This is an optimization exercise on Yosys and OpenROAD, whose aim is small area and a short achievable clock period, not a production implementation.
Function was checked by simulation only, so behaviour that the tests miss may differ from the original.

==> flow/design.v (excerpt) <==
module ALU (
    input             clk,
    input             rst,
    input             i_vld,
    input      [31:0] i_a,
    input      [31:0] i_b,
    input             opcode,
    output reg [31:0] o_res,
    output reg        o_res_vld,
    output reg        overflow
);
For scale: roughly 4,100 cells after synthesis, about 430 flip-flops, roughly 100 I/O pins.
export LEC_CHECK = 0
export ABC_AREA = 1
export CAP_MARGIN = 20
export CORE_MARGIN = 2
export CORE_UTILIZATION = 55
export PLACE_DENSITY = 0.7
export SLEW_MARGIN = 20
create_clock -name core_clock -period 9.0 [get_ports {clk}]
standard.sh (not shown) runs the stock make flow with config.mk's settings and CLKGATE_MAP_FILE= SYNTH_SCRIPT=/design/flow/synth_recipe.tcl, a recipe that flattens the netlist after the stock synthesis.
==> flow/flow/run.sh <==
#!/bin/bash
# Standard ORFS layout, with timing repair aiming for a shorter period than
# the clock constraint: repair_timing's setup margin is raised so that the
# resizer keeps working on paths that already meet the 9 ns clock.
set -euo pipefail
MARGIN=$(cat flow/margin.txt)
bash standard.sh synth > synth.log 2>&1
bash standard.sh SETUP_SLACK_MARGIN=$MARGIN finish > layout.log 2>&1
==> flow/flow/margin.txt <==
5.6
Change:
==> flow/run.sh (new file) <==
#!/bin/bash
# synth_recipe.tcl (not shown) runs the flow's synth.tcl, then flattens the netlist and writes it again
# the make line also repeats each setting of config.mk as NAME=value (left out here)
make -C /OpenROAD-flow-scripts/flow DESIGN_CONFIG=/design/flow/config.mk WORK_HOME=/design/flow/orfs CLKGATE_MAP_FILE= SYNTH_SCRIPT=/design/flow/synth_recipe.tcl finish
--- a/flow/config.mk
+++ b/flow/config.mk
@@ -7,7 +7,7 @@
 export LEC_CHECK = 0
-export ABC_AREA = 1
 export CAP_MARGIN = 20
 export CORE_MARGIN = 2
-export CORE_UTILIZATION = 55
-export PLACE_DENSITY = 0.7
+export CORE_UTILIZATION = 40
+export PLACE_DENSITY = 0.6
+export SETUP_SLACK_MARGIN = 5
 export SLEW_MARGIN = 20
removed: flow/flow/run.sh
removed: flow/flow/margin.txt
removed: flow/standard.sh
Outcome:
- The new run ran to the end with no violations
- critical path depth climbs by 3
- synthesized area climbs by 13%
- via count climbs by 18%
Change:
--- a/flow/config.mk
+++ b/flow/config.mk
@@ -7,2 +7,3 @@
 export LEC_CHECK = 0
+export ABC_AREA = 1
 export CAP_MARGIN = 20
@@ -10,2 +11,3 @@
 export CORE_UTILIZATION = 40
+export CTS_BUF_LIST = sky130_fd_sc_hd__clkbuf_4 sky130_fd_sc_hd__clkbuf_8
 export PLACE_DENSITY = 0.6
What happened: The new run completed without violations; global-route usage went down by 1.7 points; cell area falls by about 14%; area after synthesis falls by about 11%; routed wire length fell by 19%.
Change:
--- a/flow/config.mk
+++ b/flow/config.mk
@@ -7,3 +7,2 @@
 export LEC_CHECK = 0
-export ABC_AREA = 1
 export CAP_MARGIN = 20
@@ -11,5 +10,3 @@
 export CORE_UTILIZATION = 40
-export CTS_BUF_LIST = sky130_fd_sc_hd__clkbuf_4 sky130_fd_sc_hd__clkbuf_8
 export PLACE_DENSITY = 0.6
-export SETUP_SLACK_MARGIN = 5
 export SLEW_MARGIN = 20
=>
- wire length goes up by 19%
- cell area rises by 10%

Setup of before:
ALU, a different RTL version from the one above (not shown whole).
For scale: about 4400 cells after synthesis.
Settings: LEC_CHECK=0, ABC_AREA=1, CAP_MARGIN=20, CORE_MARGIN=2, CORE_UTILIZATION=40, CTS_CLUSTER_DIAMETER=100, CTS_CLUSTER_SIZE=30, PLACE_DENSITY=0.6, SLEW_MARGIN=20; clock period 9.0 ns.
==> flow/flow/run.sh <==
#!/bin/bash
# Standard ORFS layout, with timing repair aiming for a shorter period than
# the clock constraint: repair_timing's setup margin is raised so that the
# resizer keeps working on paths that already meet the 9 ns clock.
set -euo pipefail
MARGIN=$(cat flow/margin.txt)
bash standard.sh synth > synth.log 2>&1
bash standard.sh SETUP_SLACK_MARGIN=$MARGIN finish > layout.log 2>&1
==> flow/flow/margin.txt <==
5.8
Setup changes, before to after
# before
export LEC_CHECK = 0
export ABC_AREA = 1
export CAP_MARGIN = 20
export CORE_MARGIN = 2
export CORE_UTILIZATION = 40
export CTS_CLUSTER_DIAMETER = 100
export CTS_CLUSTER_SIZE = 30
export PLACE_DENSITY = 0.6
export SLEW_MARGIN = 20
create_clock -name core_clock -period 9.0 [get_ports {clk}]
# after
export LEC_CHECK = 0
export ABC_AREA = 1
export CAP_MARGIN = 20
export CORE_MARGIN = 2
export CORE_UTILIZATION = 40
export CTS_CLUSTER_DIAMETER = 100
export CTS_CLUSTER_SIZE = 30
export PLACE_DENSITY = 0.6
export SETUP_SLACK_MARGIN = 5
export SLEW_MARGIN = 20
create_clock -name core_clock -period 9.0 [get_ports {clk}]
==> flow/run.sh (new file) <==
#!/bin/bash
# synth_recipe.tcl (not shown) runs the flow's synth.tcl, then flattens the netlist and writes it again
# the make line also repeats each setting of config.mk as NAME=value (left out here)
make -C /OpenROAD-flow-scripts/flow DESIGN_CONFIG=/design/flow/config.mk WORK_HOME=/design/flow/orfs CLKGATE_MAP_FILE= SYNTH_SCRIPT=/design/flow/synth_recipe.tcl finish
removed: flow/flow/run.sh
removed: flow/flow/margin.txt
removed: flow/standard.sh
==> results.txt <==
Summary: global-route wire length before repair, after better than before
~same post-placement cell area in before and after
before has higher worst setup slack than after.
Master of the slowest instance on the critical path = clkdlybuf4s50_1: after; master of the slowest instance on the critical path = clkinv_1: before
Reported for before and after, number of slew-limit violations in the final report turned out identical to the last digit.
Delta (after minus before): final critical-path share of the clock period picked up an extra 2.3 points; routed metal-1 wire length down 1.5%.
Between before and after, the difference in area of the multi-input gates is negligible.
before and after ended up with nearly the same hold slack.

[separate check: timing with driven ports]
How much do the figures lean on ideal ports? The routed layouts below were timed once more, with nothing changed but the port constraints.
Step 1 (the two cells are an assumption about what drives the block):
set clk [get_ports {clk}]
set_driving_cell -lib_cell sky130_fd_sc_hd__clkbuf_16 $clk
set_driving_cell -lib_cell sky130_fd_sc_hd__buf_2 [delete_from_list [all_inputs] $clk]
Step 2 adds t to the input delays and takes it off the output delays; t is the mean of the earliest and latest rising clock arrival at the registers after step 1. Input paths then give back, and output paths get back, about the clock's delay inside the block.
Three values: no drivers, after step 1, after step 2; two values: the first two.
run	t, ns	slack for setup (ns)	worst register clock-pin slew, ns	cell pins on the clock port's net
the first run of note 1	0.659	5.025 / 5.025 / 5.025	0.07 / 0.07	1
the second run of note 1	0.677	4.406 / 4.406 / 4.406	0.07 / 0.07	1
the third run of note 1	0.760	4.946 / 4.946 / 4.946	0.07 / 0.07	1
the fourth run of note 1	0.682	3.309 / 3.309 / 3.309	0.08 / 0.08	1
before	0.705	5.846 / 5.846 / 5.212	0.12 / 0.12	1
after	0.702	5.641 / 5.567 / 5.068	0.12 / 0.12	1
After both steps every run listed still meets setup and hold. For before, which loses most, drivers alone change the setup slack by 0.000 ns; drivers and shift together by -0.634 ns.
